Source: an optimization exercise on an open RTL-to-GDS flow (aim: small area). Production flows keep margins and buffers that such runs may drop.
The RTL was checked by simulation tests, not by an equivalence proof against the original design.

`design/flow/constraint.sdc`:
```
create_clock -name core_clock -period 15.0 [get_ports {CLK}]
set_input_delay 3.0000 -clock core_clock [delete_from_list [all_inputs] [get_ports {CLK}]]
set_output_delay 3.0000 -clock core_clock [all_outputs]
set_load 0.01 [all_outputs]
```
`design/flow/run.sh`:
```
#!/bin/bash
# synth_recipe.tcl (not shown) runs the flow's synth.tcl, then flattens the netlist and writes it again
# the make line also repeats each setting of config.mk as NAME=value (left out here)
make -C /OpenROAD-flow-scripts/flow DESIGN_CONFIG=/design/flow/config.mk WORK_HOME=/design/flow/orfs CLKGATE_MAP_FILE= SYNTH_SCRIPT=/design/flow/synth_recipe.tcl finish
```
`design/flow/config.mk`:
```
export PLATFORM = sky130hd
export DESIGN_NAME = sqrt
export DESIGN_NICKNAME = sqrt
export VERILOG_FILES = /design/flow/design.v
export SDC_FILE = /design/flow/constraint.sdc
export NUM_CORES = 4
export LEC_CHECK = 0
export CAP_MARGIN = 20
export CORE_MARGIN = 2
export CORE_UTILIZATION = 50
export CTS_CLUSTER_DIAMETER = 50
export CTS_CLUSTER_SIZE = 10
export SLEW_MARGIN = 20
```
`design/flow/design.v`:
```
module sqrt(input RESET, PREVIOUS, NEXT,CLK, input [31:0] N , input [31:0] DELTA , output [63:0] m);
    function automatic [32:0] radd;
        input [31:0] a;
        input [31:0] b;
        input        ci;
        integer i;
        reg k;
        begin
            k = ci;
            for (i = 0; i < 32; i = i + 1) begin
                radd[i] = a[i] ^ b[i] ^ k;
                k = (a[i] & b[i]) | (a[i] & k) | (b[i] & k);
            end
            radd[32] = k;
        end
    endfunction
    reg        done;
    reg [31:0] s;        
    reg [1:0]  ks;       
    reg [31:0] h;
    reg [31:0] l;
    reg [31:0] nn;       
    reg [30:0] dh;       
    reg [4:0]  it;
    reg [31:0] mr;
    assign m = {32'd0, mr};
    wire load   = PREVIOUS & NEXT;
    wire nxt    = NEXT & ~PREVIOUS;
    wire prv    = PREVIOUS & ~NEXT;
    wire active = load | ~done;
    reg  [32:0] sum;
    reg         cy17;
    reg         k;
    integer g;
    always @* begin
        k = 1'b0;
        cy17 = 1'b0;
        for (g = 0; g < 32; g = g + 1) begin
            sum[g] = h[g] ^ l[g] ^ k;
            k = (h[g] & l[g]) | (h[g] & k) | (l[g] & k);
            if (g == 16) cy17 = k;
        end
        sum[32] = k;
    end
    wire [31:0] c   = sum[32:1];
    wire [15:0] x   = c[15:0];
    wire pp1;
    wire pp2;
    wire pp3;
    wire pp4;
    wire pp5;
    wire pp6;
    wire pp7;
    wire pp8;
    wire pp9;
    wire pp10;
    wire pp11;
    wire pp12;
    wire pp13;
    wire pp14;
    wire pp15;
    wire pp16;
    wire pp17;
    wire pp18;
    wire pp19;
    wire pp20;
    wire pp21;
    wire pp22;
    wire pp23;
    wire pp24;
    wire pp25;
    wire pp26;
    wire pp27;
    wire pp28;
    wire pp29;
    wire pp30;
    wire pp31;
    wire pp32;
    wire pp33;
    wire pp34;
    wire pp35;
    wire pp36;
    wire pp37;
    wire pp38;
    wire pp39;
    wire pp40;
    wire pp41;
    wire pp42;
    wire pp43;
    wire pp44;
    wire pp45;
    wire pp46;
    wire pp47;
    wire pp48;
    wire pp49;
    wire pp50;
    wire pp51;
    wire pp52;
    wire pp53;
    wire pp54;
    wire pp55;
    wire pp56;
    wire pp57;
    wire pp58;
    wire pp59;
    wire pp60;
    wire pp61;
    wire pp62;
    wire pp63;
    wire pp64;
    wire pp65;
    wire pp66;
    wire pp67;
    wire pp68;
    wire pp69;
    wire pp70;
    wire pp71;
    wire pp72;
    wire pp73;
    wire pp74;
    wire pp75;
    wire pp76;
    wire pp77;
    wire pp78;
    wire pp79;
    wire pp80;
    wire pp81;
    wire pp82;
    wire pp83;
    wire pp84;
    wire pp85;
    wire pp86;
    wire pp87;
    wire pp88;
    wire pp89;
    wire pp90;
    wire pp91;
    wire pp92;
    wire pp93;
    wire pp94;
    wire pp95;
    wire pp96;
    wire pp97;
    wire pp98;
    wire pp99;
    wire pp100;
    wire pp101;
    wire pp102;
    wire pp103;
    wire pp104;
    wire pp105;
    wire pp106;
    wire pp107;
    wire pp108;
    wire pp109;
    wire pp110;
    wire pp111;
    wire pp112;
    wire pp113;
    wire pp114;
    wire pp115;
    wire pp116;
    wire pp117;
    wire pp118;
    wire pp119;
    wire pp120;
    wire hs121;
    wire hc122;
    wire hs123;
    wire hc124;
    wire hs125;
    wire hc126;
    wire fs127;
    wire fc128;
    wire hs129;
    wire hc130;
    wire fs131;
    wire fc132;
    wire hs133;
    wire hc134;
    wire fs135;
    wire fc136;
    wire fs137;
    wire fc138;
    wire hs139;
    wire hc140;
    wire fs141;
    wire fc142;
    wire fs143;
    wire fc144;
    wire hs145;
    wire hc146;
    wire fs147;
    wire fc148;
    wire fs149;
    wire fc150;
    wire fs151;
    wire fc152;
    wire fs153;
    wire fc154;
    wire fs155;
    wire fc156;
    wire fs157;
    wire fc158;
    wire fs159;
    wire fc160;
    wire fs161;
    wire fc162;
    wire fs163;
    wire fc164;
    wire fs165;
    wire fc166;
    wire fs167;
    wire fc168;
    wire fs169;
    wire fc170;
    wire fs171;
    wire fc172;
    wire fs173;
    wire fc174;
    wire fs175;
    wire fc176;
    wire hs177;
    wire hc178;
    wire hs179;
    wire hc180;
    wire fs181;
    wire fc182;
    wire hs183;
    wire hc184;
    wire fs185;
    wire fc186;
    wire hs187;
    wire hc188;
    wire fs189;
    wire fc190;
    wire fs191;
    wire fc192;
    wire fs193;
    wire fc194;
    wire fs195;
    wire fc196;
    wire fs197;
    wire fc198;
    wire fs199;
    wire fc200;
    wire fs201;
    wire fc202;
    wire fs203;
    wire fc204;
    wire fs205;
    wire fc206;
    wire fs207;
    wire fc208;
    wire fs209;
    wire fc210;
    wire fs211;
    wire fc212;
    wire fs213;
    wire fc214;
    wire fs215;
    wire fc216;
    wire fs217;
    wire fc218;
    wire fs219;
    wire fc220;
    wire fs221;
    wire fc222;
    wire fs223;
    wire fc224;
    wire fs225;
    wire fc226;
    wire fs227;
    wire fc228;
    wire fs229;
    wire fc230;
    wire fs231;
    wire fc232;
    wire fs233;
    wire fc234;
    wire fs235;
    wire fc236;
    wire fs237;
    wire fc238;
    wire fs239;
    wire fc240;
    wire fs241;
    wire fc242;
    wire fs243;
    wire fc244;
    wire fs245;
    wire fc246;
    wire fs247;
    wire fc248;
    wire fs249;
    wire fc250;
    wire fs251;
    wire fc252;
    wire hs253;
    wire hc254;
    wire hs255;
    wire hc256;
    wire fs257;
    wire fc258;
    wire fs259;
    wire fc260;
    wire fs261;
    wire fc262;
    wire fs263;
    wire fc264;
    wire fs265;
    wire fc266;
    wire fs267;
    wire fc268;
    wire fs269;
    wire fc270;
    wire fs271;
    wire fc272;
    wire fs273;
    wire fc274;
    wire fs275;
    wire fc276;
    wire fs277;
    wire fc278;
    wire fs279;
    wire fc280;
    wire fs281;
    wire fc282;
    wire fs283;
    wire fc284;
    wire fs285;
    wire fc286;
    wire fs287;
    wire fc288;
    wire fs289;
    wire fc290;
    wire fs291;
    wire fc292;
    wire fs293;
    wire fc294;
    wire fs295;
    wire fc296;
    wire fs297;
    wire fc298;
    wire fs299;
    wire fc300;
    wire fs301;
    wire fc302;
    wire hs303;
    wire hc304;
    wire hs305;
    wire hc306;
    wire fs307;
    wire fc308;
    wire fs309;
    wire fc310;
    wire fs311;
    wire fc312;
    wire fs313;
    wire fc314;
    wire fs315;
    wire fc316;
    wire fs317;
    wire fc318;
    wire fs319;
    wire fc320;
    wire fs321;
    wire fc322;
    wire fs323;
    wire fc324;
    wire fs325;
    wire fc326;
    wire fs327;
    wire fc328;
    wire fs329;
    wire fc330;
    wire fs331;
    wire fc332;
    wire fs333;
    wire fc334;
    wire fs335;
    wire fc336;
    wire fs337;
    wire fc338;
    wire fs339;
    wire fc340;
    wire fs341;
    wire fc342;
    wire fs343;
    wire fc344;
    wire fs345;
    wire fc346;
    wire fs347;
    wire fc348;
    wire fs349;
    wire fc350;
    wire fs351;
    wire fc352;
    wire fs353;
    wire fc354;
    wire fs355;
    wire fc356;
    wire fs357;
    wire fc358;
    wire fs359;
    wire fc360;
    wire cc361;
    wire cc362;
    wire cc363;
    wire cc364;
    wire cc365;
    wire cc366;
    wire cc367;
    wire cc368;
    wire cc369;
    wire cc370;
    wire cc371;
    wire cc372;
    wire cc373;
    wire cc374;
    wire cc375;
    wire cc376;
    wire cc377;
    wire cc378;
    wire cc379;
    wire cc380;
    wire cc381;
    wire cc382;
    wire cc383;
    wire cc384;
    wire cc385;
    wire cc386;
    wire cc387;
    wire cc388;
    wire cc389;
    wire cc390;
    wire cc391;
    wire cc392;
    assign pp1 = x[0] & x[1];
    assign pp2 = x[0] & x[2];
    assign pp3 = x[0] & x[3];
    assign pp4 = x[0] & x[4];
    assign pp5 = x[0] & x[5];
    assign pp6 = x[0] & x[6];
    assign pp7 = x[0] & x[7];
    assign pp8 = x[0] & x[8];
    assign pp9 = x[0] & x[9];
    assign pp10 = x[0] & x[10];
    assign pp11 = x[0] & x[11];
    assign pp12 = x[0] & x[12];
    assign pp13 = x[0] & x[13];
    assign pp14 = x[0] & x[14];
    assign pp15 = x[0] & x[15];
    assign pp16 = x[1] & x[2];
    assign pp17 = x[1] & x[3];
    assign pp18 = x[1] & x[4];
    assign pp19 = x[1] & x[5];
    assign pp20 = x[1] & x[6];
    assign pp21 = x[1] & x[7];
    assign pp22 = x[1] & x[8];
    assign pp23 = x[1] & x[9];
    assign pp24 = x[1] & x[10];
    assign pp25 = x[1] & x[11];
    assign pp26 = x[1] & x[12];
    assign pp27 = x[1] & x[13];
    assign pp28 = x[1] & x[14];
    assign pp29 = x[1] & x[15];
    assign pp30 = x[2] & x[3];
    assign pp31 = x[2] & x[4];
    assign pp32 = x[2] & x[5];
    assign pp33 = x[2] & x[6];
    assign pp34 = x[2] & x[7];
    assign pp35 = x[2] & x[8];
    assign pp36 = x[2] & x[9];
    assign pp37 = x[2] & x[10];
    assign pp38 = x[2] & x[11];
    assign pp39 = x[2] & x[12];
    assign pp40 = x[2] & x[13];
    assign pp41 = x[2] & x[14];
    assign pp42 = x[2] & x[15];
    assign pp43 = x[3] & x[4];
    assign pp44 = x[3] & x[5];
    assign pp45 = x[3] & x[6];
    assign pp46 = x[3] & x[7];
    assign pp47 = x[3] & x[8];
    assign pp48 = x[3] & x[9];
    assign pp49 = x[3] & x[10];
    assign pp50 = x[3] & x[11];
    assign pp51 = x[3] & x[12];
    assign pp52 = x[3] & x[13];
    assign pp53 = x[3] & x[14];
    assign pp54 = x[3] & x[15];
    assign pp55 = x[4] & x[5];
    assign pp56 = x[4] & x[6];
    assign pp57 = x[4] & x[7];
    assign pp58 = x[4] & x[8];
    assign pp59 = x[4] & x[9];
    assign pp60 = x[4] & x[10];
    assign pp61 = x[4] & x[11];
    assign pp62 = x[4] & x[12];
    assign pp63 = x[4] & x[13];
    assign pp64 = x[4] & x[14];
    assign pp65 = x[4] & x[15];
    assign pp66 = x[5] & x[6];
    assign pp67 = x[5] & x[7];
    assign pp68 = x[5] & x[8];
    assign pp69 = x[5] & x[9];
    assign pp70 = x[5] & x[10];
    assign pp71 = x[5] & x[11];
    assign pp72 = x[5] & x[12];
    assign pp73 = x[5] & x[13];
    assign pp74 = x[5] & x[14];
    assign pp75 = x[5] & x[15];
    assign pp76 = x[6] & x[7];
    assign pp77 = x[6] & x[8];
    assign pp78 = x[6] & x[9];
    assign pp79 = x[6] & x[10];
    assign pp80 = x[6] & x[11];
    assign pp81 = x[6] & x[12];
    assign pp82 = x[6] & x[13];
    assign pp83 = x[6] & x[14];
    assign pp84 = x[6] & x[15];
    assign pp85 = x[7] & x[8];
    assign pp86 = x[7] & x[9];
    assign pp87 = x[7] & x[10];
    assign pp88 = x[7] & x[11];
    assign pp89 = x[7] & x[12];
    assign pp90 = x[7] & x[13];
    assign pp91 = x[7] & x[14];
    assign pp92 = x[7] & x[15];
    assign pp93 = x[8] & x[9];
    assign pp94 = x[8] & x[10];
    assign pp95 = x[8] & x[11];
    assign pp96 = x[8] & x[12];
    assign pp97 = x[8] & x[13];
    assign pp98 = x[8] & x[14];
    assign pp99 = x[8] & x[15];
    assign pp100 = x[9] & x[10];
    assign pp101 = x[9] & x[11];
    assign pp102 = x[9] & x[12];
    assign pp103 = x[9] & x[13];
    assign pp104 = x[9] & x[14];
    assign pp105 = x[9] & x[15];
    assign pp106 = x[10] & x[11];
    assign pp107 = x[10] & x[12];
    assign pp108 = x[10] & x[13];
    assign pp109 = x[10] & x[14];
    assign pp110 = x[10] & x[15];
    assign pp111 = x[11] & x[12];
    assign pp112 = x[11] & x[13];
    assign pp113 = x[11] & x[14];
    assign pp114 = x[11] & x[15];
    assign pp115 = x[12] & x[13];
    assign pp116 = x[12] & x[14];
    assign pp117 = x[12] & x[15];
    assign pp118 = x[13] & x[14];
    assign pp119 = x[13] & x[15];
    assign pp120 = x[14] & x[15];
    assign hs121 = pp15 ^ pp28;
    assign hc122 = pp15 & pp28;
    assign hs123 = pp9 ^ pp22;
    assign hc124 = pp9 & pp22;
    assign hs125 = pp10 ^ pp23;
    assign hc126 = pp10 & pp23;
    assign fs127 = pp11 ^ pp24 ^ pp36;
    assign fc128 = (pp11 & pp24) | (pp11 & pp36) | (pp24 & pp36);
    assign hs129 = pp47 ^ pp57;
    assign hc130 = pp47 & pp57;
    assign fs131 = pp12 ^ pp25 ^ pp37;
    assign fc132 = (pp12 & pp25) | (pp12 & pp37) | (pp25 & pp37);
    assign hs133 = pp48 ^ pp58;
    assign hc134 = pp48 & pp58;
    assign fs135 = pp13 ^ pp26 ^ pp38;
    assign fc136 = (pp13 & pp26) | (pp13 & pp38) | (pp26 & pp38);
    assign fs137 = pp49 ^ pp59 ^ pp68;
    assign fc138 = (pp49 & pp59) | (pp49 & pp68) | (pp59 & pp68);
    assign hs139 = pp76 ^ x[7];
    assign hc140 = pp76 & x[7];
    assign fs141 = pp14 ^ pp27 ^ pp39;
    assign fc142 = (pp14 & pp27) | (pp14 & pp39) | (pp27 & pp39);
    assign fs143 = pp50 ^ pp60 ^ pp69;
    assign fc144 = (pp50 & pp60) | (pp50 & pp69) | (pp60 & pp69);
    assign hs145 = pp77 ^ nn[15];
    assign hc146 = pp77 & nn[15];
    assign fs147 = pp40 ^ pp51 ^ pp61;
    assign fc148 = (pp40 & pp51) | (pp40 & pp61) | (pp51 & pp61);
    assign fs149 = pp70 ^ pp78 ^ pp85;
    assign fc150 = (pp70 & pp78) | (pp70 & pp85) | (pp78 & pp85);
    assign fs151 = x[8] ^ nn[16] ^ hs121;
    assign fc152 = (x[8] & nn[16]) | (x[8] & hs121) | (nn[16] & hs121);
    assign fs153 = pp29 ^ pp41 ^ pp52;
    assign fc154 = (pp29 & pp41) | (pp29 & pp52) | (pp41 & pp52);
    assign fs155 = pp62 ^ pp71 ^ pp79;
    assign fc156 = (pp62 & pp71) | (pp62 & pp79) | (pp71 & pp79);
    assign fs157 = pp86 ^ nn[17] ^ hc122;
    assign fc158 = (pp86 & nn[17]) | (pp86 & hc122) | (nn[17] & hc122);
    assign fs159 = pp42 ^ pp53 ^ pp63;
    assign fc160 = (pp42 & pp53) | (pp42 & pp63) | (pp53 & pp63);
    assign fs161 = pp72 ^ pp80 ^ pp87;
    assign fc162 = (pp72 & pp80) | (pp72 & pp87) | (pp80 & pp87);
    assign fs163 = pp93 ^ x[9] ^ nn[18];
    assign fc164 = (pp93 & x[9]) | (pp93 & nn[18]) | (x[9] & nn[18]);
    assign fs165 = pp54 ^ pp64 ^ pp73;
    assign fc166 = (pp54 & pp64) | (pp54 & pp73) | (pp64 & pp73);
    assign fs167 = pp81 ^ pp88 ^ pp94;
    assign fc168 = (pp81 & pp88) | (pp81 & pp94) | (pp88 & pp94);
    assign fs169 = pp65 ^ pp74 ^ pp82;
    assign fc170 = (pp65 & pp74) | (pp65 & pp82) | (pp74 & pp82);
    assign fs171 = pp89 ^ pp95 ^ pp100;
    assign fc172 = (pp89 & pp95) | (pp89 & pp100) | (pp95 & pp100);
    assign fs173 = pp75 ^ pp83 ^ pp90;
    assign fc174 = (pp75 & pp83) | (pp75 & pp90) | (pp83 & pp90);
    assign fs175 = pp84 ^ pp91 ^ pp97;
    assign fc176 = (pp84 & pp91) | (pp84 & pp97) | (pp91 & pp97);
    assign hs177 = pp5 ^ pp18;
    assign hc178 = pp5 & pp18;
    assign hs179 = pp6 ^ pp19;
    assign hc180 = pp6 & pp19;
    assign fs181 = pp7 ^ pp20 ^ pp32;
    assign fc182 = (pp7 & pp20) | (pp7 & pp32) | (pp20 & pp32);
    assign hs183 = pp43 ^ x[4];
    assign hc184 = pp43 & x[4];
    assign fs185 = pp8 ^ pp21 ^ pp33;
    assign fc186 = (pp8 & pp21) | (pp8 & pp33) | (pp21 & pp33);
    assign hs187 = pp44 ^ nn[9];
    assign hc188 = pp44 & nn[9];
    assign fs189 = pp34 ^ pp45 ^ pp55;
    assign fc190 = (pp34 & pp45) | (pp34 & pp55) | (pp45 & pp55);
    assign fs191 = x[5] ^ nn[10] ^ hs123;
    assign fc192 = (x[5] & nn[10]) | (x[5] & hs123) | (nn[10] & hs123);
    assign fs193 = pp35 ^ pp46 ^ pp56;
    assign fc194 = (pp35 & pp46) | (pp35 & pp56) | (pp46 & pp56);
    assign fs195 = nn[11] ^ hc124 ^ hs125;
    assign fc196 = (nn[11] & hc124) | (nn[11] & hs125) | (hc124 & hs125);
    assign fs197 = pp66 ^ x[6] ^ nn[12];
    assign fc198 = (pp66 & x[6]) | (pp66 & nn[12]) | (x[6] & nn[12]);
    assign fs199 = hc126 ^ fs127 ^ hs129;
    assign fc200 = (hc126 & fs127) | (hc126 & hs129) | (fs127 & hs129);
    assign fs201 = pp67 ^ nn[13] ^ fc128;
    assign fc202 = (pp67 & nn[13]) | (pp67 & fc128) | (nn[13] & fc128);
    assign fs203 = hc130 ^ fs131 ^ hs133;
    assign fc204 = (hc130 & fs131) | (hc130 & hs133) | (fs131 & hs133);
    assign fs205 = nn[14] ^ fc132 ^ hc134;
    assign fc206 = (nn[14] & fc132) | (nn[14] & hc134) | (fc132 & hc134);
    assign fs207 = fs135 ^ fs137 ^ hs139;
    assign fc208 = (fs135 & fs137) | (fs135 & hs139) | (fs137 & hs139);
    assign fs209 = fc136 ^ fc138 ^ hc140;
    assign fc210 = (fc136 & fc138) | (fc136 & hc140) | (fc138 & hc140);
    assign fs211 = fs141 ^ fs143 ^ hs145;
    assign fc212 = (fs141 & fs143) | (fs141 & hs145) | (fs143 & hs145);
    assign fs213 = fc142 ^ fc144 ^ hc146;
    assign fc214 = (fc142 & fc144) | (fc142 & hc146) | (fc144 & hc146);
    assign fs215 = fs147 ^ fs149 ^ fs151;
    assign fc216 = (fs147 & fs149) | (fs147 & fs151) | (fs149 & fs151);
    assign fs217 = fc148 ^ fc150 ^ fc152;
    assign fc218 = (fc148 & fc150) | (fc148 & fc152) | (fc150 & fc152);
    assign fs219 = fs153 ^ fs155 ^ fs157;
    assign fc220 = (fs153 & fs155) | (fs153 & fs157) | (fs155 & fs157);
    assign fs221 = fc154 ^ fc156 ^ fc158;
    assign fc222 = (fc154 & fc156) | (fc154 & fc158) | (fc156 & fc158);
    assign fs223 = fs159 ^ fs161 ^ fs163;
    assign fc224 = (fs159 & fs161) | (fs159 & fs163) | (fs161 & fs163);
    assign fs225 = nn[19] ^ fc160 ^ fc162;
    assign fc226 = (nn[19] & fc160) | (nn[19] & fc162) | (fc160 & fc162);
    assign fs227 = fc164 ^ fs165 ^ fs167;
    assign fc228 = (fc164 & fs165) | (fc164 & fs167) | (fs165 & fs167);
    assign fs229 = x[10] ^ nn[20] ^ fc166;
    assign fc230 = (x[10] & nn[20]) | (x[10] & fc166) | (nn[20] & fc166);
    assign fs231 = fc168 ^ fs169 ^ fs171;
    assign fc232 = (fc168 & fs169) | (fc168 & fs171) | (fs169 & fs171);
    assign fs233 = pp96 ^ pp101 ^ nn[21];
    assign fc234 = (pp96 & pp101) | (pp96 & nn[21]) | (pp101 & nn[21]);
    assign fs235 = fc170 ^ fc172 ^ fs173;
    assign fc236 = (fc170 & fc172) | (fc170 & fs173) | (fc172 & fs173);
    assign fs237 = pp102 ^ pp106 ^ x[11];
    assign fc238 = (pp102 & pp106) | (pp102 & x[11]) | (pp106 & x[11]);
    assign fs239 = nn[22] ^ fc174 ^ fs175;
    assign fc240 = (nn[22] & fc174) | (nn[22] & fs175) | (fc174 & fs175);
    assign fs241 = pp92 ^ pp98 ^ pp103;
    assign fc242 = (pp92 & pp98) | (pp92 & pp103) | (pp98 & pp103);
    assign fs243 = pp107 ^ nn[23] ^ fc176;
    assign fc244 = (pp107 & nn[23]) | (pp107 & fc176) | (nn[23] & fc176);
    assign fs245 = pp99 ^ pp104 ^ pp108;
    assign fc246 = (pp99 & pp104) | (pp99 & pp108) | (pp104 & pp108);
    assign fs247 = pp111 ^ x[12] ^ nn[24];
    assign fc248 = (pp111 & x[12]) | (pp111 & nn[24]) | (x[12] & nn[24]);
    assign fs249 = pp105 ^ pp109 ^ pp112;
    assign fc250 = (pp105 & pp109) | (pp105 & pp112) | (pp109 & pp112);
    assign fs251 = pp110 ^ pp113 ^ pp115;
    assign fc252 = (pp110 & pp113) | (pp110 & pp115) | (pp113 & pp115);
    assign hs253 = pp3 ^ pp16;
    assign hc254 = pp3 & pp16;
    assign hs255 = pp4 ^ pp17;
    assign hc256 = pp4 & pp17;
    assign fs257 = pp30 ^ x[3] ^ nn[6];
    assign fc258 = (pp30 & x[3]) | (pp30 & nn[6]) | (x[3] & nn[6]);
    assign fs259 = pp31 ^ nn[7] ^ hc178;
    assign fc260 = (pp31 & nn[7]) | (pp31 & hc178) | (nn[7] & hc178);
    assign fs261 = nn[8] ^ hc180 ^ fs181;
    assign fc262 = (nn[8] & hc180) | (nn[8] & fs181) | (hc180 & fs181);
    assign fs263 = fc182 ^ hc184 ^ fs185;
    assign fc264 = (fc182 & hc184) | (fc182 & fs185) | (hc184 & fs185);
    assign fs265 = fc186 ^ hc188 ^ fs189;
    assign fc266 = (fc186 & hc188) | (fc186 & fs189) | (hc188 & fs189);
    assign fs267 = fc190 ^ fc192 ^ fs193;
    assign fc268 = (fc190 & fc192) | (fc190 & fs193) | (fc192 & fs193);
    assign fs269 = fc194 ^ fc196 ^ fs197;
    assign fc270 = (fc194 & fc196) | (fc194 & fs197) | (fc196 & fs197);
    assign fs271 = fc198 ^ fc200 ^ fs201;
    assign fc272 = (fc198 & fc200) | (fc198 & fs201) | (fc200 & fs201);
    assign fs273 = fc202 ^ fc204 ^ fs205;
    assign fc274 = (fc202 & fc204) | (fc202 & fs205) | (fc204 & fs205);
    assign fs275 = fc206 ^ fc208 ^ fs209;
    assign fc276 = (fc206 & fc208) | (fc206 & fs209) | (fc208 & fs209);
    assign fs277 = fc210 ^ fc212 ^ fs213;
    assign fc278 = (fc210 & fc212) | (fc210 & fs213) | (fc212 & fs213);
    assign fs279 = fc214 ^ fc216 ^ fs217;
    assign fc280 = (fc214 & fc216) | (fc214 & fs217) | (fc216 & fs217);
    assign fs281 = fc218 ^ fc220 ^ fs221;
    assign fc282 = (fc218 & fc220) | (fc218 & fs221) | (fc220 & fs221);
    assign fs283 = fc222 ^ fc224 ^ fs225;
    assign fc284 = (fc222 & fc224) | (fc222 & fs225) | (fc224 & fs225);
    assign fs285 = fc226 ^ fc228 ^ fs229;
    assign fc286 = (fc226 & fc228) | (fc226 & fs229) | (fc228 & fs229);
    assign fs287 = fc230 ^ fc232 ^ fs233;
    assign fc288 = (fc230 & fc232) | (fc230 & fs233) | (fc232 & fs233);
    assign fs289 = fc234 ^ fc236 ^ fs237;
    assign fc290 = (fc234 & fc236) | (fc234 & fs237) | (fc236 & fs237);
    assign fs291 = fc238 ^ fc240 ^ fs241;
    assign fc292 = (fc238 & fc240) | (fc238 & fs241) | (fc240 & fs241);
    assign fs293 = fc242 ^ fc244 ^ fs245;
    assign fc294 = (fc242 & fc244) | (fc242 & fs245) | (fc244 & fs245);
    assign fs295 = nn[25] ^ fc246 ^ fc248;
    assign fc296 = (nn[25] & fc246) | (nn[25] & fc248) | (fc246 & fc248);
    assign fs297 = x[13] ^ nn[26] ^ fc250;
    assign fc298 = (x[13] & nn[26]) | (x[13] & fc250) | (nn[26] & fc250);
    assign fs299 = pp114 ^ pp116 ^ nn[27];
    assign fc300 = (pp114 & pp116) | (pp114 & nn[27]) | (pp116 & nn[27]);
    assign fs301 = pp117 ^ pp118 ^ x[14];
    assign fc302 = (pp117 & pp118) | (pp117 & x[14]) | (pp118 & x[14]);
    assign hs303 = pp1 ^ x[1];
    assign hc304 = pp1 & x[1];
    assign hs305 = pp2 ^ nn[3];
    assign hc306 = pp2 & nn[3];
    assign fs307 = x[2] ^ nn[4] ^ hs253;
    assign fc308 = (x[2] & nn[4]) | (x[2] & hs253) | (nn[4] & hs253);
    assign fs309 = nn[5] ^ hc254 ^ hs255;
    assign fc310 = (nn[5] & hc254) | (nn[5] & hs255) | (hc254 & hs255);
    assign fs311 = hs177 ^ hc256 ^ fs257;
    assign fc312 = (hs177 & hc256) | (hs177 & fs257) | (hc256 & fs257);
    assign fs313 = hs179 ^ fc258 ^ fs259;
    assign fc314 = (hs179 & fc258) | (hs179 & fs259) | (fc258 & fs259);
    assign fs315 = hs183 ^ fc260 ^ fs261;
    assign fc316 = (hs183 & fc260) | (hs183 & fs261) | (fc260 & fs261);
    assign fs317 = hs187 ^ fc262 ^ fs263;
    assign fc318 = (hs187 & fc262) | (hs187 & fs263) | (fc262 & fs263);
    assign fs319 = fs191 ^ fc264 ^ fs265;
    assign fc320 = (fs191 & fc264) | (fs191 & fs265) | (fc264 & fs265);
    assign fs321 = fs195 ^ fc266 ^ fs267;
    assign fc322 = (fs195 & fc266) | (fs195 & fs267) | (fc266 & fs267);
    assign fs323 = fs199 ^ fc268 ^ fs269;
    assign fc324 = (fs199 & fc268) | (fs199 & fs269) | (fc268 & fs269);
    assign fs325 = fs203 ^ fc270 ^ fs271;
    assign fc326 = (fs203 & fc270) | (fs203 & fs271) | (fc270 & fs271);
    assign fs327 = fs207 ^ fc272 ^ fs273;
    assign fc328 = (fs207 & fc272) | (fs207 & fs273) | (fc272 & fs273);
    assign fs329 = fs211 ^ fc274 ^ fs275;
    assign fc330 = (fs211 & fc274) | (fs211 & fs275) | (fc274 & fs275);
    assign fs331 = fs215 ^ fc276 ^ fs277;
    assign fc332 = (fs215 & fc276) | (fs215 & fs277) | (fc276 & fs277);
    assign fs333 = fs219 ^ fc278 ^ fs279;
    assign fc334 = (fs219 & fc278) | (fs219 & fs279) | (fc278 & fs279);
    assign fs335 = fs223 ^ fc280 ^ fs281;
    assign fc336 = (fs223 & fc280) | (fs223 & fs281) | (fc280 & fs281);
    assign fs337 = fs227 ^ fc282 ^ fs283;
    assign fc338 = (fs227 & fc282) | (fs227 & fs283) | (fc282 & fs283);
    assign fs339 = fs231 ^ fc284 ^ fs285;
    assign fc340 = (fs231 & fc284) | (fs231 & fs285) | (fc284 & fs285);
    assign fs341 = fs235 ^ fc286 ^ fs287;
    assign fc342 = (fs235 & fc286) | (fs235 & fs287) | (fc286 & fs287);
    assign fs343 = fs239 ^ fc288 ^ fs289;
    assign fc344 = (fs239 & fc288) | (fs239 & fs289) | (fc288 & fs289);
    assign fs345 = fs243 ^ fc290 ^ fs291;
    assign fc346 = (fs243 & fc290) | (fs243 & fs291) | (fc290 & fs291);
    assign fs347 = fs247 ^ fc292 ^ fs293;
    assign fc348 = (fs247 & fc292) | (fs247 & fs293) | (fc292 & fs293);
    assign fs349 = fs249 ^ fc294 ^ fs295;
    assign fc350 = (fs249 & fc294) | (fs249 & fs295) | (fc294 & fs295);
    assign fs351 = fs251 ^ fc296 ^ fs297;
    assign fc352 = (fs251 & fc296) | (fs251 & fs297) | (fc296 & fs297);
    assign fs353 = fc252 ^ fc298 ^ fs299;
    assign fc354 = (fc252 & fc298) | (fc252 & fs299) | (fc298 & fs299);
    assign fs355 = nn[28] ^ fc300 ^ fs301;
    assign fc356 = (nn[28] & fc300) | (nn[28] & fs301) | (fc300 & fs301);
    assign fs357 = pp119 ^ nn[29] ^ fc302;
    assign fc358 = (pp119 & nn[29]) | (pp119 & fc302) | (nn[29] & fc302);
    assign fs359 = pp120 ^ x[15] ^ nn[30];
    assign fc360 = (pp120 & x[15]) | (pp120 & nn[30]) | (x[15] & nn[30]);
    assign cc361 = x[0] & nn[0];
    assign cc362 = nn[1] & cc361;
    assign cc363 = (nn[2] & hs303) | (nn[2] & cc362) | (hs303 & cc362);
    assign cc364 = (hc304 & hs305) | (hc304 & cc363) | (hs305 & cc363);
    assign cc365 = (hc306 & fs307) | (hc306 & cc364) | (fs307 & cc364);
    assign cc366 = (fc308 & fs309) | (fc308 & cc365) | (fs309 & cc365);
    assign cc367 = (fc310 & fs311) | (fc310 & cc366) | (fs311 & cc366);
    assign cc368 = (fc312 & fs313) | (fc312 & cc367) | (fs313 & cc367);
    assign cc369 = (fc314 & fs315) | (fc314 & cc368) | (fs315 & cc368);
    assign cc370 = (fc316 & fs317) | (fc316 & cc369) | (fs317 & cc369);
    assign cc371 = (fc318 & fs319) | (fc318 & cc370) | (fs319 & cc370);
    assign cc372 = (fc320 & fs321) | (fc320 & cc371) | (fs321 & cc371);
    assign cc373 = (fc322 & fs323) | (fc322 & cc372) | (fs323 & cc372);
    assign cc374 = (fc324 & fs325) | (fc324 & cc373) | (fs325 & cc373);
    assign cc375 = (fc326 & fs327) | (fc326 & cc374) | (fs327 & cc374);
    assign cc376 = (fc328 & fs329) | (fc328 & cc375) | (fs329 & cc375);
    assign cc377 = (fc330 & fs331) | (fc330 & cc376) | (fs331 & cc376);
    assign cc378 = (fc332 & fs333) | (fc332 & cc377) | (fs333 & cc377);
    assign cc379 = (fc334 & fs335) | (fc334 & cc378) | (fs335 & cc378);
    assign cc380 = (fc336 & fs337) | (fc336 & cc379) | (fs337 & cc379);
    assign cc381 = (fc338 & fs339) | (fc338 & cc380) | (fs339 & cc380);
    assign cc382 = (fc340 & fs341) | (fc340 & cc381) | (fs341 & cc381);
    assign cc383 = (fc342 & fs343) | (fc342 & cc382) | (fs343 & cc382);
    assign cc384 = (fc344 & fs345) | (fc344 & cc383) | (fs345 & cc383);
    assign cc385 = (fc346 & fs347) | (fc346 & cc384) | (fs347 & cc384);
    assign cc386 = (fc348 & fs349) | (fc348 & cc385) | (fs349 & cc385);
    assign cc387 = (fc350 & fs351) | (fc350 & cc386) | (fs351 & cc386);
    assign cc388 = (fc352 & fs353) | (fc352 & cc387) | (fs353 & cc387);
    assign cc389 = (fc354 & fs355) | (fc354 & cc388) | (fs355 & cc388);
    assign cc390 = (fc356 & fs357) | (fc356 & cc389) | (fs357 & cc389);
    assign cc391 = (fc358 & fs359) | (fc358 & cc390) | (fs359 & cc390);
    assign cc392 = (nn[31] & fc360) | (nn[31] & cc391) | (fc360 & cc391);
    wire big = (|h[31:17]) | (|l[31:17]) | cy17;
    wire gt  = big | cc392;
    wire [31:0] dpre  = load ? DELTA : {1'b0, dh};
    wire [31:0] duse  = RESET ? 32'd1 : {1'b0, dpre[31:1]};
    wire [4:0] itpre = load ? 5'd0 : it;
    wire [31:0] xb   = load ? N : s;
    wire        kinc = load | (ks == 2'd0);
    wire        kd2  = ~load & (ks == 2'd1);
    wire        kd1  = ~load & ks[1];
    reg  [31:0] bk;
    reg         p1, z1;
    integer i;
    always @* begin
        bk[0] = xb[0] ^ kd1;
        p1 = 1'b1;
        z1 = 1'b1;
        for (i = 1; i < 32; i = i + 1) begin
            bk[i] = xb[i] ^ ((kinc & p1) | ((kd2 | (kd1 & ~xb[0])) & z1));
            p1 = p1 & xb[i];
            z1 = z1 & ~xb[i];
        end
    end
    wire [31:0] b = (RESET & ~load) ? 32'd1 : bk;
    wire [32:0] asum = radd(b, duse ^ {32{~nxt}}, ~nxt);
    wire [31:0] a    = asum[31:0];
    reg [31:0] nnx;
    reg        q1, q0;
    integer j;
    always @* begin
        q1 = 1'b1;
        q0 = 1'b1;
        for (j = 0; j < 32; j = j + 1) begin
            nnx[j] = ~N[j] ^ ((nxt & q0) | (prv & q1));
            q1 = q1 & ~N[j];
            q0 = q0 & N[j];
        end
    end
    always @(posedge CLK) begin
        nn <= nnx;
        dh <= dpre[31:1];
        it <= itpre + 5'd1;
        if (NEXT | PREVIOUS) begin
            s  <= N;
            ks <= {load, prv};
        end
        if (active) begin
            done <= RESET | (itpre == 5'd17);
            mr   <= RESET ? 32'd1 : c;
            if (nxt) begin
                h <= a;
                l <= b;
            end else if (PREVIOUS) begin
                h <= b;
                l <= a;
            end else if (gt) begin
                h <= c;
            end else begin
                l <= c;
            end
        end
    end
endmodule
```
==> results of run 1 <==
[registers in the layout, indices dropped and copies added (netlist names)]
register,cells
h,32
l,32
mr,32
nn,32
s,32
dh,30
it,5
ks,2
done,1
[routing by layer]
| metal | vias up | routed length, um | part of all wire (%) |
|---|---|---|---|
| li1 | 5346 | - | - |
| met1 | 5599 | 19900 | 51 |
| met2 | 331 | 16800 | 43 |
| met3 | 28 | 2110 | 5.4 |
| met4 | 0 | 485 | 1.2 |
| met5 | - | 0 | 0 |
[critical path, delay by kind of cell]
family | cells | cell delay (ps)
AOI/OAI and AO/OA | 3 | 260
adders and majority gates | 32 | 11250
buffers and inverters | 1 | 100
muxes | 2 | 190
and+or+nand+nor | 3 | 240
[worst min-delay path by stage]
stage	start	to	depth (start not counted)	slack, ps
2_1_floorplan	it[0]	it[0]	1	390
3_3_place_gp	it[0]	it[0]	1	410
3_5_place_dp	it[0]	it[0]	1	410
4_1_cts	it[0]	it[0]	1	430
5_1_grt	it[0]	it[0]	1	450
6_report	it[0]	it[0]	1	430
[metrics by stage]
stage	hold slack, ps	std cells	worst slack, ps	utilization (%)
after floorplan	391	1608	-752	-
after global placement	407	2027	-768	55.0
after detailed placement	408	2027	-793	55.0
after CTS	428	2060	16.4	56.9
after global routing	452	2062	-252	57.1
final	430	2062	128	57.1
[what timing repair did]
action / in CTS / in global routing
setup endpoints to repair: 5 / 5
resized for setup: 7 / 12
pin swaps: 3 / 5
setup buffers: 1 / 2
[layout make-up]
cell class | instances | area, um^2
Fill cell | 2799 | 13500
Sequential cell | 198 | 5280
Timing Repair Buffer | 153 | 1400
Multi-Input combinational cell | 1134 | 9610
Inverter | 143 | 537
Clock buffer | 22 | 507
Tap cell | 402 | 503
Clock inverter | 10 | 91.3
[cells in the final DEF, fill, tap and decap left out, types with 6 or more instances in the layout]
cell type	n
o211ai_1	16
nor4_1	16
xor2_1	32
mux2_2	34
xnor2_1	72
nor2b_1	41
ha_1	20
fa_1	129
clkdlybuf4s50_1	94
a22oi_1	8
or2_2	32
a31oi_1	10
nor2_1	172
nand2b_1	53
clkbuf_16	19
a21oi_1	74
mux2i_1	51
buf_4	54
nand3b_1	6
fa_2	30
dfxtp_1	67
nand4_1	9
nor3_1	24
nand3_1	22
edfxtp_1	131
o22ai_1	8
and2_1	8
inv_1	141
conb_1	32
nand2_1	78
a221oi_1	13
o21ai_0	41
[logic make-up after synthesis]
group	share of synthesized area, %
other	0.0237
buffers and inverters	7.61
adder cells (fa/ha/maj)	22.0
XOR/XNOR	5.81
AO/OA/AOI/OAI	9.53
multiplexers	5.73
flip-flops	33.3
AND/OR/NAND/NOR	16.0
==> summary.txt, run 1 <==
Layout area overhead: 13.2%
Root Buffer: clkbuf_16
final period utilization: 99.1%
Final min period: 14870 ps
via count: 11304
synthesized area: 15800 um^2
grt met1 use: 38.6%
pin count of the biggest net entering global routing: 76
Post-CTS Hold Fix Bufs: 0
worst setup path endpoint: l[30]
fmax: 0.0672 GHz
Post-synth EDFFs: 131
Die W: 182 um
count leader, synth: nor2_1
Final Hold Fails: 0
post-synth top area share: 24.8%
number of distinct library cells after synthesis: 79
CTS clk-pin slew, worst paths: 80 ps
DP Area: 17300 um^2
Overflow after GRT: 0
fraction of registers with async set/reset: 0%
Slew Viols, Final: 0
die area: 33100 um^2
HPWL after detailed placement: 30.0 mm
synthesis-stage register bit count: 198
first-pass GRT wire length: 62.4 mm
FF-to-FF setup slack: 1800 ps
outcome: timing/DRC/antenna clean
Crit path largest cell delay: 540 ps
clock sink count: 198
routing usage on met3: 3.87%
Max FO, Critical Path: 4
most used cell, CP: fa_2
top_reg_cell synth: edfxtp_1
headroom to the max-slew limit: 33.9%
Final Cell Area: 17900 um^2
reg2reg end: l[16]
RR Startpoint: h[1]
final setup skew: 14.1 ps
MaxCap Viol Count: 0
initial DRC count: 833
R2R cell count: 33
Synth Area per Inst: 10.0 um^2
largest area contributor in the netlist: edfxtp_1
CP Capture Type: register
layout cells sized above 1: 13.1%
vias in the first global route: 11047
Final nets: 1896
commonest cells in the netlist: nor2_1, fa_1, inv_1, edfxtp_1, nand2_1
Skew-Pair Late Insertion Delay: 450 ps
IO Pins: 132
CP Class: in -> reg
std cell rows: 65
WL final: 39.2 mm
top post-synthesis cells by area: edfxtp_1, fa_1, dfxtp_1, nor2_1, xnor2_1
WP data arrival: 15050 ps
Worst Setup Start Kind: input pin
number of port buffers: 98
yosys synthesis warning count: 1
GRT Util Overall: 24.6%
drt drc: 0
grt met2 use: 35.7%
# H-tree levels: 4
DR pass1 iterations: 6
Core Area: 31400 um^2
drt wl/cell: 19.0 um
crit path from: PREVIOUS
setup tns final: 0 ps
Antenna Nets Post-Route: 0
Die Ht: 182 um
Via density: 5.48
HP Class: reg -> reg
Cells after Synth: 1577
Final setup viols: 0
TritonCTS clock tree: built
measured slew at the worst slew-check pin: 990 ps
Starting Density: 50.4%
initial antenna violation count: 1
Placer Congestion: 0.833
Most Crowded Layer GR: met1
Num CTS Buffers: 17
Slowest cell on crit path: fa_2
ANT cells: 0
RSZ-0062 raised after global routing: yes
register area share after synthesis: 33.3%
worst path required time: 15180 ps
CTS Buffer Depth: 2
==> run 2: changes to the inputs <==
--- a/design/flow/design.v
+++ b/design/flow/design.v
@@ -18,6 +18,7 @@
     reg [31:0] s;        
     reg [1:0]  ks;       
-    reg [31:0] h;
-    reg [31:0] l;
+    reg [31:0] A;
+    reg [31:0] B;
+    reg        o;
     reg [31:0] nn;       
     reg [30:0] dh;       
@@ -37,6 +38,6 @@
         cy17 = 1'b0;
         for (g = 0; g < 32; g = g + 1) begin
-            sum[g] = h[g] ^ l[g] ^ k;
-            k = (h[g] & l[g]) | (h[g] & k) | (l[g] & k);
+            sum[g] = A[g] ^ B[g] ^ k;
+            k = (A[g] & B[g]) | (A[g] & k) | (B[g] & k);
             if (g == 16) cy17 = k;
         end
@@ -829,27 +830,31 @@
     assign cc391 = (fc358 & fs359) | (fc358 & cc390) | (fs359 & cc390);
     assign cc392 = (nn[31] & fc360) | (nn[31] & cc391) | (fc360 & cc391);
-    wire big = (|h[31:17]) | (|l[31:17]) | cy17;
+    wire big = (|A[31:17]) | (|B[31:17]) | cy17;
     wire gt  = big | cc392;
     wire [31:0] dpre  = load ? DELTA : {1'b0, dh};
     wire [31:0] duse  = RESET ? 32'd1 : {1'b0, dpre[31:1]};
     wire [4:0] itpre = load ? 5'd0 : it;
-    wire [31:0] xb   = load ? N : s;
-    wire        kinc = load | (ks == 2'd0);
-    wire        kd2  = ~load & (ks == 2'd1);
-    wire        kd1  = ~load & ks[1];
-    reg  [31:0] bk;
-    reg         p1, z1;
+    wire        kinc = (ks == 2'd0);
+    wire        kd2  = (ks == 2'd1);
+    wire        kd1  = ks[1];
+    reg  [31:0] sk;
+    reg  [31:0] n2;
+    reg         p1, z1, p2;
     integer i;
     always @* begin
-        bk[0] = xb[0] ^ kd1;
+        sk[0] = s[0] ^ kd1;
+        n2[0] = N[0];
         p1 = 1'b1;
         z1 = 1'b1;
+        p2 = 1'b1;
         for (i = 1; i < 32; i = i + 1) begin
-            bk[i] = xb[i] ^ ((kinc & p1) | ((kd2 | (kd1 & ~xb[0])) & z1));
-            p1 = p1 & xb[i];
-            z1 = z1 & ~xb[i];
+            sk[i] = s[i] ^ ((kinc & p1) | ((kd2 | (kd1 & ~s[0])) & z1));
+            n2[i] = N[i] ^ p2;
+            p1 = p1 & s[i];
+            z1 = z1 & ~s[i];
+            p2 = p2 & N[i];
         end
     end
-    wire [31:0] b = (RESET & ~load) ? 32'd1 : bk;
+    wire [31:0] b = load ? n2 : RESET ? 32'd1 : sk;
     wire [32:0] asum = radd(b, duse ^ {32{~nxt}}, ~nxt);
     wire [31:0] a    = asum[31:0];
@@ -877,14 +882,12 @@
             done <= RESET | (itpre == 5'd17);
             mr   <= RESET ? 32'd1 : c;
-            if (nxt) begin
-                h <= a;
-                l <= b;
-            end else if (PREVIOUS) begin
-                h <= b;
-                l <= a;
-            end else if (gt) begin
-                h <= c;
+            if (NEXT | PREVIOUS) begin
+                A <= a;
+                B <= b;
+                o <= nxt;
+            end else if (gt == o) begin
+                A <= c;
             end else begin
-                l <= c;
+                B <= c;
             end
         end
--- a/design/flow/config.mk
+++ b/design/flow/config.mk
@@ -9,5 +9,7 @@
 export CORE_MARGIN = 2
 export CORE_UTILIZATION = 50
-export CTS_CLUSTER_DIAMETER = 50
-export CTS_CLUSTER_SIZE = 10
+export CTS_BUF_LIST = sky130_fd_sc_hd__clkbuf_8
+export CTS_CLUSTER_DIAMETER = 60
+export CTS_CLUSTER_SIZE = 16
+export SETUP_SLACK_MARGIN = 0.1
 export SLEW_MARGIN = 20
==> run 2 against run 1 <==
Compared with the run above: global-route usage about the same; clock-buffer cell count decreased by 4; die area decreased by 3.9%; sequential share of layout area increased by 1.6 points; clock skew increased by 5.4 ps; now fails the layout checks on setup timing; largest cell class unchanged; routed wire length decreased by 5.6%.
==> summary.txt, run 2 <==
vias in the first global route: 10639 (was 11047)
largest family of logic cells by synthesized area: adder cells (unchanged)
DP Area: 16700 um^2 (was 17300 um^2)
final setup skew: 19.5 ps (was 14.1 ps)
DR pass1 iterations: 6 (unchanged)
GRT Util Overall: 24.6% (about the same)
synthesized area: 15200 um^2 (was 15800 um^2)
Synth Area in Simple Gates: 15.0% (was 16.0%)
measured slew at the worst slew-check pin: 967 ps (was 990 ps)
number of port buffers: 98 (unchanged)
commonest non-fill, non-tap cell in the layout: inv_1 (was nor2_1)
Worst Setup Start Kind: input pin (unchanged)
Layout Cells excl Fill: 1936 (was 2062)
yosys synthesis warning count: 1 (unchanged)
Antenna Nets Post-Route: 0 (unchanged)
Die Ht: 178 um (was 182 um)
Layout Check Fails: setup timing
initial antenna violation count: 0 (was 1)
Synth Area per Inst: 10.5 um^2 (was 10.0 um^2)
TritonCTS clock tree: built (unchanged)
Layout area overhead: 12.4% (was 13.2%)
CTS clk-pin slew, worst paths: 110 ps (was 80 ps)
register area share after synthesis: 34.9% (was 33.3%)
placed cell count: 1899 (was 2027)
Post-Synth XOR/XNOR Area: 5.98% (was 5.81%)
headroom to the max-slew limit: 35.6% (was 33.9%)
Final nets: 1809 (was 1896)
setup ws final: -411 ps (was 128 ps)
Cells after Synth: 1446 (was 1577)
commonest cells in the netlist: fa_1, inv_1, edfxtp_1, nor2_1, nand2_1 (was nor2_1, fa_1, inv_1, edfxtp_1, nand2_1)
top post-synthesis cells by area: edfxtp_1, fa_1, dfxtp_1, ha_1, mux2_2 (was edfxtp_1, fa_1, dfxtp_1, nor2_1, xnor2_1)
fillers: 2610 (was 2799)
WP data arrival: 15660 ps (was 15050 ps)
setup tns final: -421 ps (was 0 ps)
HP Class: reg -> reg (unchanged)
multiplexer share of the synthesized area: 4.45% (was 5.73%)
Placer Congestion: 0.849 (was 0.833)
CTS Buffer Depth: 2 (unchanged)
std cell rows: 63 (was 65)
post-synth top area share: 26.1% (was 24.8%)
Core Area: 29800 um^2 (was 31400 um^2)
Slew Viols, Final: 0 (unchanged)
Final Hold Fails: 0 (unchanged)
# H-tree levels: 4 (unchanged)
drt wl/cell: 19.1 um (was 19.0 um)
Overflow after GRT: 0 (unchanged)
most used cell, CP: fa_2 (unchanged)
Post-Synth Adder-Cell Area: 25.1% (was 22.0%)
MaxCap Viol Count: 0 (unchanged)
HPWL after detailed placement: 28.1 mm (was 30.0 mm)
storage element area: 5310 um^2 (was 5280 um^2)
largest area contributor in the netlist: edfxtp_1 (unchanged)
Post-synth EDFFs: 132 (was 131)
Crit path largest cell delay: 390 ps (was 540 ps)
Via density: 5.46 (was 5.48)
Root Buffer: clkbuf_8 (was clkbuf_16)
Synth Area in Compound Gates: 7.42% (was 9.53%)
first-pass GRT wire length: 59.0 mm (was 62.4 mm)
die area: 31800 um^2 (was 33100 um^2)
layout cells sized above 1: 13.6% (was 13.1%)
number of distinct library cells after synthesis: 70 (was 79)
area of the multi-input gates: 9050 um^2 (was 9610 um^2)
CP Class: in -> reg (unchanged)
WL final: 37.0 mm (was 39.2 mm)
Starting Density: 51.0% (was 50.4%)
CP Capture Type: register (unchanged)
Num CTS Buffers: 17 (unchanged)
fraction of registers with async set/reset: 0% (unchanged)
worst path required time: 15250 ps (was 15180 ps)
Final setup viols: 2 (was 0)
Die W: 178 um (was 182 um)
via count: 10580 (was 11304)
pin count of the biggest net entering global routing: 70 (was 76)
commonest non-fill, non-tap cells in the layout: inv_1, edfxtp_1, nor2_1 (was nor2_1, inv_1, edfxtp_1)
top_reg_cell synth: edfxtp_1 (unchanged)
initial DRC count: 729 (was 833)
Skew-Pair Late Insertion Delay: 480 ps (was 450 ps)
fmax: 0.0649 GHz (was 0.0672 GHz)
clock sink count: 199 (was 198)
Slowest cell on crit path: fa_2 (unchanged)
count leader, synth: fa_1 (was nor2_1)
IO Pins: 132 (unchanged)
Final Cell Area: 17100 um^2 (was 17900 um^2)
outcome: finished with violations (was timing/DRC/antenna clean)
drt drc: 0 (unchanged)
synthesis-stage register bit count: 199 (was 198)
Final min period: 15410 ps (was 14870 ps)
Max FO, Critical Path: 4 (unchanged)
ANT cells: 0 (unchanged)
RSZ-0062 raised after global routing: yes (unchanged)
final period utilization: 103% (was 99.1%)
==> run 2: final timing paths <==
kind	from	to	slack (ps)	depth (start not counted)
hold reg to reg	it[0]	it[0]	440	1
setup / recovery	PREVIOUS	A[31]	-410	41
setup reg to reg	ks[1]	A[31]	1860	39
hold / removal	it[0]	it[0]	440	1
==> run 2: metal layers <==
layer | track usage [%] | wire, um | vias up
li1 | - | - | 4932
met1 | 35.7 | 17200 | 5274
met2 | 38.6 | 17000 | 329
met3 | 3.75 | 2180 | 45
met4 | 6.57 | 748 | 0
met5 | 0 | 0 | -
==> run 2: cell families after synthesis <==
family / after synthesis
AOI/OAI and AO/OA: 171
DFF: 199
buffers and inverters: 250
and+or+nand+nor: 451
xor gates and xnor gates: 103
muxes: 61
adders and majority gates: 210
other: 1
==> run 2: critical path: cells and delay by family <==
kind                     cells  cell delay (ps)
XOR/XNOR                     1              190
buffers and inverters        1              100
adder cells (fa/ha/maj)     31            11230
AND/OR/NAND/NOR              5              550
AO/OA/AOI/OAI                3              590
==> run 2: metrics by stage <==
step / util (%) / hold slack, ps / worst slack [ps]
global placement: 56.0 / 397 / -1290
finish: 57.3 / 440 / -411
detailed placement: 56.0 / 416 / -1320
global route: 57.3 / 471 / -755
floorplan: - / 386 / -573
CTS: 57.3 / 442 / -553
==> run 2: what timing repair did <==
item / in CTS / in global routing
cloned: 0 / 0
resized for setup: 11 / 2
pin swaps: 4 / 4
buffers inserted: 3 / 2
hold buffers: 0 / 0
endpoints found under the setup margin: 3 / 3
==> run 2: cell type report <==
cell class,instances,share of cell area (%)
Timing Repair Buffer,147,7.90
Tap cell,390,2.86
Sequential cell,199,31.0
Inverter,140,3.08
Multi-Input combinational cell,1028,53.0
Clock buffer,18,1.45
Clock inverter,14,0.710
==> run 3: changes to the inputs <==
==> design/flow/flow/run.sh (new file) <==
#!/bin/bash
# Standard ORFS layout with two changes: ports are buffered with the smallest
# buffer, and clock tree synthesis inserts no dummy loads.
set -euo pipefail
bash standard.sh \
  BUFFER_PORTS_ARGS="-buffer_cell sky130_fd_sc_hd__buf_1" \
  CTS_ARGS="-sink_clustering_enable -repair_clock_nets -sink_clustering_size 16 -sink_clustering_max_diameter 60 -buf_list {sky130_fd_sc_hd__clkbuf_8} -dont_use_dummy_load" \
  finish > flow_make.log 2>&1
==> design/flow/standard.sh (new file) <==
#!/bin/bash
# synth_recipe.tcl (not shown) runs the flow's synth.tcl, then flattens the netlist and writes it again
# the make line also repeats each setting of config.mk as NAME=value (left out here)
make -C /OpenROAD-flow-scripts/flow DESIGN_CONFIG=/design/flow/config.mk WORK_HOME=/design/flow/orfs CLKGATE_MAP_FILE= SYNTH_SCRIPT=/design/flow/synth_recipe.tcl "${@:-finish}"
removed: design/flow/run.sh
==> run 3 against run 2 <==
Compared with the run above: final area down 4.3%; the layout still fails its checks (setup timing); via count decreased by 0.11%; flip-flop and latch count is the same; core utilization is 2.4 points lower; setup slack got worse by 84 ps; die area is the same; critical endpoint unchanged; global-route usage fell by 0.30 points; largest cell class unchanged.
==> summary.txt, run 3 <==
Final min period: 15500 ps (was 15410 ps)
Final setup viols: 2 (unchanged)
initial antenna violation count: 0 (unchanged)
hold endpoint: it[0] (unchanged)
MaxCap Viol Count: 0 (unchanged)
RR Startpoint: ks[1] (unchanged)
Slew Viols, Final: 0 (unchanged)
commonest non-fill, non-tap cell in the layout: inv_1 (unchanged)
Max FO, Critical Path: 5 (was 4)
WL final: 36.8 mm (was 37.0 mm)
most used cell, CP: fa_2 (unchanged)
HPWL after detailed placement: 27.8 mm (was 28.1 mm)
R2R cell count: 39 (unchanged)
Overflow after GRT: 0 (unchanged)
GRT Util Overall: 24.3% (was 24.6%)
crit path from: PREVIOUS (unchanged)
outcome: finished with violations (unchanged)
DP Worst Slack: -971 ps (was -1320 ps)
worst path required time: 15220 ps (was 15250 ps)
Slowest cell on crit path: fa_2 (unchanged)
hold path start: it[0] (unchanged)
Synth Area per Inst: 10.5 um^2 (unchanged)
pin count of the biggest net entering global routing: 71 (was 70)
Post-synth EDFFs: 132 (unchanged)
HP Class: reg -> reg (unchanged)
ANT cells: 0 (unchanged)
drt wl/cell: 19.2 um (was 19.1 um)
via count: 10568 (was 10580)
Via density: 5.50 (was 5.46)
synthesis-stage register bit count: 199 (unchanged)
top_reg_cell synth: edfxtp_1 (unchanged)
final period utilization: 103% (about the same)
Layout area overhead: 7.61% (was 12.4%)
Final nets: 1809 (unchanged)
number of distinct library cells after synthesis: 70 (unchanged)
CP Class: in -> reg (unchanged)
Die Ht: 178 um (unchanged)
Placer Congestion: 0.852 (was 0.849)
# H-tree levels: 4 (unchanged)
yosys synthesis warning count: 1 (unchanged)
CP Capture Type: register (unchanged)
Crit path largest cell delay: 400 ps (was 390 ps)
FF-to-FF setup slack: 1820 ps (was 1860 ps)
Hold Path Depth: 1 (unchanged)
Worst Setup Start Kind: input pin (unchanged)
headroom to the max-slew limit: 33.5% (was 35.6%)
synthesized area: 15200 um^2 (unchanged)
CP bufs+invs: 1 (unchanged)
layout cells sized above 1: 12.7% (was 13.6%)
commonest cells in the netlist: fa_1, inv_1, edfxtp_1, nor2_1, nand2_1 (unchanged)
setup tns final: -577 ps (was -421 ps)
first-pass GRT wire length: 58.1 mm (was 59.0 mm)
register area share after synthesis: 34.9% (unchanged)
Die W: 178 um (unchanged)
Antenna Nets Post-Route: 0 (unchanged)
IO Pins: 132 (unchanged)
Final Hold Fails: 0 (unchanged)
commonest non-fill, non-tap cells in the layout: inv_1, edfxtp_1, nor2_1 (unchanged)
initial DRC count: 852 (was 729)
RSZ-0062 raised after global routing: yes (unchanged)
drt drc: 0 (unchanged)
final setup skew: 37.2 ps (was 19.5 ps)
Layout Check Fails: setup timing (unchanged)
Num CTS Buffers: 17 (unchanged)
Root Buffer: clkbuf_8 (unchanged)
setup ws final: -495 ps (was -411 ps)
DR pass1 iterations: 7 (was 6)
CP top delay family: adder cells (unchanged)
die area: 31800 um^2 (unchanged)
CTS clk-pin slew, worst paths: 100 ps (was 110 ps)
TritonCTS clock tree: built (unchanged)
fraction of registers with async set/reset: 0% (unchanged)
top post-synthesis cells by area: edfxtp_1, fa_1, dfxtp_1, ha_1, mux2_2 (unchanged)
measured slew at the worst slew-check pin: 995 ps (was 967 ps)
WP data arrival: 15720 ps (was 15660 ps)
CTS Buffer Depth: 2 (unchanged)
clock sink count: 199 (unchanged)
Cells after Synth: 1446 (unchanged)
Skew-Pair Late Insertion Delay: 490 ps (was 480 ps)
largest area contributor in the netlist: edfxtp_1 (unchanged)
std cell rows: 63 (unchanged)
count leader, synth: fa_1 (unchanged)
vias in the first global route: 10598 (was 10639)
post-synth top area share: 26.1% (unchanged)
fmax: 0.0645 GHz (was 0.0649 GHz)
number of port buffers: 98 (unchanged)
reg2reg end: A[31] (unchanged)
Starting Density: 51.0% (unchanged)
Core Area: 29800 um^2 (unchanged)
run 3: cell families after synthesis:
logic type,Yosys count,share of synthesized area (%)
mux,61,4.45
other cells,1,0.0247
fa+ha+maj,210,25.1
compound gates,171,7.42
simple gates,451,15.0
flops,199,34.9
buf+inv,250,7.12
xor+xnor,103,5.98
run 3: area by class of cell:
class | instances | area, um^2
Clock buffer | 17 | 234
Fill cell | 2683 | 13400
Inverter | 140 | 526
Multi-Input combinational cell | 1028 | 9050
Sequential cell | 199 | 5310
Tap cell | 390 | 488
Timing Repair Buffer | 147 | 759
run 3: layer usage:
layer | track usage, % | wire (um) | vias up
li1 | - | - | 4915
met1 | 35.1 | 17300 | 5260
met2 | 37.7 | 16800 | 344
met3 | 3.82 | 1910 | 49
met4 | 7.49 | 821 | 0
met5 | 0 | 0 | -
run 3: what timing repair did:
action | 4_1_cts | 5_1_grt
gates resized for setup | 6 | 2
setup buffers | 2 | 2
hold buffers | 0 | 0
setup endpoints to repair | 2 | 3
run 3: metrics by stage:
step,cell area [um^2],hold slack [ps],cells,util (%)
final,16400,428,1921,54.9
after floorplan,15400,386,1477,-
after detailed placement,16100,405,1900,53.9
after global routing,16400,457,1921,54.9
after global placement,16100,399,1900,53.9
after CTS,16300,430,1919,54.8
run 3: worst max-delay path by stage:
stage | to | slack [ps] | depth (start not counted)
global placement | A[31] | -940 | 41
detailed placement | A[31] | -970 | 41
floorplan | A[31] | -570 | 41
CTS | A[31] | -450 | 41
finish | A[31] | -500 | 41
global route | A[31] | -720 | 41

re-timing with driven ports:
The flow's constraints put no driver on any port. The routed layouts listed below were extracted and timed again, unchanged, in two steps.
Step 1 (the two cells are an assumption about what drives the block):
set clk [get_ports {CLK}]
set_driving_cell -lib_cell sky130_fd_sc_hd__clkbuf_16 $clk
set_driving_cell -lib_cell sky130_fd_sc_hd__buf_2 [delete_from_list [all_inputs] $clk]
Step 2 adds t to the input delays and takes it off the output delays; t is the mean of the earliest and latest rising clock arrival at the registers after step 1. Input paths then give back, and output paths get back, about the clock's delay inside the block.
a / b / c = ideal / step 1 / step 2; a / b = the first two.
run	t, ns	slack for setup (ns)	cell pins on the clock port's net
run 1	0.500	0.128 / 0.140 / -0.360	1
run 2	0.520	-0.411 / -0.403 / -0.923	1
run 3	0.520	-0.495 / -0.490 / -1.010	1
Met with ideal ports but missed after step 2: setup timing in run 1. For run 3, which loses most, drivers alone change the setup slack by +0.005 ns; drivers and shift together by -0.515 ns.
